This is an optimization exercise on Yosys and OpenROAD, whose aim is small area, a short achievable clock period and few clock cycles, not a production implementation. Where RTL was checked, it was by simulation tests only, not by an equivalence proof against the original.

==> trial 9: inputs <==
Design gemm_accelerator_top_nxnxn, start of the top module:
module gemm_accelerator_top_nxnxn #(
  parameter int unsigned InDataWidth      = 8,
  parameter int unsigned OutDataWidth     = 32,
  parameter int unsigned AddrWidth        = 16,
  parameter int unsigned SizeAddrWidth    = 8,
  parameter int unsigned NumKernels       = 2,
  parameter int unsigned NumParallelLanes = 4
) (
  input  logic                            clk_i,
  input  logic                            rst_ni,
  input  logic                            start_i,
  output logic                            done_o,
  input  logic        [SizeAddrWidth-1:0] M_size_i,
  input  logic        [SizeAddrWidth-1:0] K_size_i,
  input  logic        [SizeAddrWidth-1:0] N_size_i,
  output logic        [    AddrWidth-1:0] sram_a_addr_o,
  output logic        [    AddrWidth-1:0] sram_b_addr_o,
  output logic        [    AddrWidth-1:0] sram_c_addr_o,
  input  logic signed [InDataWidth*NumParallelLanes-1:0]              sram_a_rdata_i,
  input  logic signed [InDataWidth*NumKernels*NumParallelLanes-1:0]   sram_b_rdata_i,
  output logic signed [OutDataWidth*NumKernels*NumParallelLanes-1:0]  sram_c_wdata_o,
  output logic                            sram_c_we_o
);
export LEC_CHECK = 0
export CAP_MARGIN = 50
export CORE_MARGIN = 2
export CORE_UTILIZATION = 60
export PLACE_DENSITY = 0.7
export SLEW_MARGIN = 70
create_clock -name core_clock -period 10.0 [get_ports {clk_i}]
standard.sh (not shown) runs the stock make flow with config.mk's settings and CLKGATE_MAP_FILE= SYNTH_SCRIPT=/design/flow/synth_recipe.tcl, a recipe that flattens the netlist after the stock synthesis.
==> flow/flow/run.sh <==
#!/bin/bash
# The standard layout (the standard.sh, unchanged synthesis and steps),
# with repair_timing asked for more setup slack than the clock needs, so that
# it also buffers and sizes paths that already meet the 10 ns clock.
set -euo pipefail
bash standard.sh SETUP_SLACK_MARGIN=6.5 finish > run_standard.log 2>&1
==> build 60 (differences from trial 9) <==
==> flow/flow/run.sh (replaced) <==
#!/bin/bash
# The standard layout (the standard.sh, unchanged synthesis and steps),
# with repair_timing asked for more setup slack than the clock needs, so that
# it also buffers and sizes paths that already meet the 10 ns clock, and with
# small port buffers (repair_timing upsizes those on critical paths).
set -euo pipefail
bash standard.sh SETUP_SLACK_MARGIN=6.5 'BUFFER_PORTS_ARGS=-buffer_cell sky130_fd_sc_hd__buf_2' finish > run_standard.log 2>&1
CAP_MARGIN = 20   (was 50)
CORE_UTILIZATION = 55   (was 60)
CTS_BUF_LIST = sky130_fd_sc_hd__clkbuf_4 sky130_fd_sc_hd__clkbuf_8   (was default)
PLACE_DENSITY = 0.65   (was 0.7)
SLEW_MARGIN = 20   (was 70)
==> run summary <==
clock network share of area=under 10%; tap cells=between 2k and 3k; CLK BUF=~450; cell row count=approximately 170; status=timing/DRC/antenna clean; CTS Buf Count=between 200 and 300; gpl congestion=between 0.8 and 0.9; final non-filler cell total=between 10k and 15k
Source of the figures above: build 60

==> run summary <==
gpl congestion=around 0.91; cell row count=160; clock network share of area=around 4.4%; status=timing/DRC/antenna clean
Source of the figures above: trial 9

Testbench counts of trial 9, summed over its fixed seeds: cycles 201,873.
Testbench counts of build 60, summed over its fixed seeds: cycles 201,873.


==> inputs of sierra <==
gemm_accelerator_top_nxnxn, a different RTL version from the one above (not shown whole).
clock: 10.0 ns
lec_check: 0
cap_margin: 20
core_margin: 2
core_utilization: 60
place_density: 0.7
slew_margin: 20
run.sh (not shown) runs the stock make flow with config.mk's settings and CLKGATE_MAP_FILE= SYNTH_SCRIPT=/design/flow/synth_recipe.tcl, a recipe that flattens the netlist after the stock synthesis.
Stock flow here: none of the scripts above is used.
==> xenon: changes against sierra <==
==> flow/flow/run.sh (new file) <==
#!/bin/bash
# The standard layout (the standard.sh, unchanged synthesis and steps),
# with repair_timing asked for more setup slack than the clock needs, so that
# it also buffers and sizes paths that already meet the 10 ns clock.
set -euo pipefail
bash standard.sh SETUP_SLACK_MARGIN=6.5 finish > run_standard.log 2>&1
==> flow/standard.sh (new file) <==
#!/bin/bash
# synth_recipe.tcl (not shown) runs the flow's synth.tcl, then flattens the netlist and writes it again
# the make line also repeats each setting of config.mk as NAME=value (left out here)
make -C /OpenROAD-flow-scripts/flow DESIGN_CONFIG=/design/flow/config.mk WORK_HOME=/design/flow/orfs CLKGATE_MAP_FILE= SYNTH_SCRIPT=/design/flow/synth_recipe.tcl "${@:-finish}"
- CAP_MARGIN: 20 -> 50
- SLEW_MARGIN: 20 -> 70
removed: flow/run.sh
==> qor summary <==
metric                                                                   xenon       sierra
Result of the run                                     timing/DRC/antenna clean  timing/DRC/antenna clean
Buffers & Inverters on Critical Path                                         7            2
Area added between synthesis and finish                                  22.9%        9.35%
Worst Path Required                                                   10.78 ns     10.70 ns
Share of cell area taken by multi-input logic gates                      0.545        0.588
Count of buffers not belonging to the clock network in the layout         1226          565
Detailed-route wire length on metal 1                                145000 um    132000 um
Number of iterations in the first detailed-routing pass                      9            8
Filler instances                                                         12600        15200
First-iteration detailed-routing DRC count                               11200         7447
First-pass GRT wire length                                           612000 um    540000 um
Total global-route track usage                                           0.419        0.359
GR Layer Usage met2                                                      0.625        0.573
Final-layout non-clock buffer area share                                 0.124       0.0426
Worst slack, placed                                                    5.80 ns      5.00 ns
Arrival time reported for the critical path endpoint                   4.54 ns      5.86 ns
Cell Area, Placed                                                  124000 um^2  120000 um^2
Fmax                                                                   266 MHz      194 MHz
No functional check of the RTL was part of any run of this note.


==> wip/onyx <==
RTL: one of the versions met above, not the one the previous note started from.
==> flow/design.v (excerpt) <==
module gemm_accelerator_top_nxnxn #(
  parameter int unsigned InDataWidth      = 8,
  parameter int unsigned OutDataWidth     = 32,
  parameter int unsigned AddrWidth        = 16,
  parameter int unsigned SizeAddrWidth    = 8,
  parameter int unsigned NumKernels       = 2,
  parameter int unsigned NumParallelLanes = 4
) (
  input  logic                            clk_i,
  input  logic                            rst_ni,
  input  logic                            start_i,
  output logic                            done_o,
  input  logic        [SizeAddrWidth-1:0] M_size_i,
  input  logic        [SizeAddrWidth-1:0] K_size_i,
  input  logic        [SizeAddrWidth-1:0] N_size_i,
  output logic        [    AddrWidth-1:0] sram_a_addr_o,
  output logic        [    AddrWidth-1:0] sram_b_addr_o,
  output logic        [    AddrWidth-1:0] sram_c_addr_o,
  input  logic signed [InDataWidth*NumParallelLanes-1:0]              sram_a_rdata_i,
  input  logic signed [InDataWidth*NumKernels*NumParallelLanes-1:0]   sram_b_rdata_i,
  ...
clock: 10.0 ns
lec_check: 0
cap_margin: 20
core_margin: 2
core_utilization: 55
cts_cluster_diameter: 100
cts_cluster_size: 20
place_density: 0.65
slew_margin: 20
standard.sh (not shown) runs the stock make flow with config.mk's settings and CLKGATE_MAP_FILE= SYNTH_SCRIPT=/design/flow/synth_recipe.tcl, a recipe that flattens the netlist after the stock synthesis.
==> flow/flow/run.sh <==
#!/bin/bash
# The standard layout (the standard.sh, unchanged synthesis and steps),
# with repair_timing asked for more setup slack than the clock needs, so that
# it also buffers and sizes paths that already meet the 10 ns clock.
set -euo pipefail
bash standard.sh SETUP_SLACK_MARGIN=6.5 finish > run_standard.log 2>&1
==> wip/pepper: changes against wip/onyx <==
Settings changed: CTS_CLUSTER_DIAMETER 100 to default, CTS_CLUSTER_SIZE 20 to default.
==> summary of the runs <==
Between wip/pepper and wip/onyx, the lower worst hold slack is in wip/onyx (gap 0.0026 ns). Via count: wip/onyx is smaller than wip/pepper (about 1.3%). Of wip/pepper and wip/onyx, wip/onyx has the higher setup slack (gap 0.036 ns). Against wip/pepper, the fmax of wip/onyx is larger by about 1%. Of wip/onyx and wip/pepper, wip/pepper has the higher register-to-register slack (gap 0.04 ns). In wip/onyx the global-route usage is lower than in wip/pepper, by 0.75 points. In sequential cell count, wip/onyx and wip/pepper do not differ. Clock skew: wip/onyx is higher than wip/pepper (0.0077 ns). Of wip/pepper and wip/onyx, wip/pepper has the higher cell count (gap about 1.5%, measured against wip/onyx).
==> figures <==
Status: wip/pepper timing/DRC/antenna clean; wip/onyx timing/DRC/antenna clean
Tightest hold margin: wip/pepper 0.400 ns; wip/onyx 0.398 ns
Cts bufs inserted: wip/pepper 177; wip/onyx 92
Finished Layout Cells: wip/pepper 14500; wip/onyx 14300
Worst setup path endpoint: wip/pepper sram_c_wdata_o[221]; wip/onyx i_array.gen_row[2].gen_col[7].i_pe.acc_q[8]
Kind of critical path: wip/pepper register to output port; wip/onyx register to register
Non-clock buffer instance count of the final layout: wip/pepper 828; wip/onyx 803
Met1 Routed Length: wip/pepper 150 mm; wip/onyx 150 mm
Routed wire length per instance: wip/pepper 27.0 um; wip/onyx 27.1 um
Critical path depth: wip/pepper 3; wip/onyx 8
Number of buffers inserted by post-CTS setup repair: wip/pepper 155; wip/onyx 106
Via count normalized by instance count: wip/pepper 6.01; wip/onyx 6.01
Area of the multi-input gates: wip/pepper 75900 um2; wip/onyx 75900 um2
Number of cells traversed by the worst register-to-register path: wip/pepper 9; wip/onyx 8
All-layer global routing usage: wip/pepper 0.361; wip/onyx 0.353
Reg-to-Reg End: wip/pepper i_array.gen_row[1].gen_col[7].i_pe.acc_q[8]; wip/onyx i_array.gen_row[2].gen_col[7].i_pe.acc_q[8]
Worst clock skew: wip/pepper 0.0564 ns; wip/onyx 0.0642 ns
Cell occurring most often along the worst timing path: wip/pepper buf_6; wip/onyx fa_1
Testbench counts of wip/onyx, summed over its fixed seeds: cycles 201,873.
Testbench counts of wip/pepper, summed over its fixed seeds: cycles 201,873.

separate check: timing with driven ports:
The flow's constraints put no driver on any port. The routed layouts listed below were extracted and timed again, unchanged, in two steps. Step 1: set_driving_cell puts a clkbuf_16 on clk_i and a buf_2 on each other input, an assumption about the parent block. Step 2 adds t to the input delays and takes it off the output delays; t is the mean of the earliest and latest rising clock arrival at the registers after step 1. Input paths then give back, and output paths get back, about the clock's delay inside the block. a / b / c = ideal ports / drivers / drivers and shift; a / b = the first two.
run | t (ns) | setup slack, ns | worst setup path at the end | slew at the worst register clock pin (ns) | worst data-port slew with drivers (ns)
trial 9 | 0.952 | 6.331 / 6.331 / 6.331 | register to register | 0.07 / 0.07 | 0.09
build 60 | 1.163 | 6.282 / 6.188 / 6.269 | input to register | 0.07 / 0.07 | 0.15
sierra | 0.922 | 4.834 / 4.834 / 4.834 | register to register | 0.07 / 0.07 | 0.09
xenon | 0.967 | 6.242 / 6.242 / 6.242 | register to register | 0.07 / 0.07 | 0.10
wip/onyx | 0.878 | 6.465 / 6.452 / 6.233 | input to register | 0.10 / 0.10 | 0.06
wip/pepper | 0.951 | 6.429 / 6.335 / 6.235 | input to register | 0.07 / 0.07 | 0.06
After both steps setup and hold are still met in every run listed. For wip/onyx, which loses most, drivers alone change the setup slack by -0.013 ns; drivers and shift together by -0.232 ns.
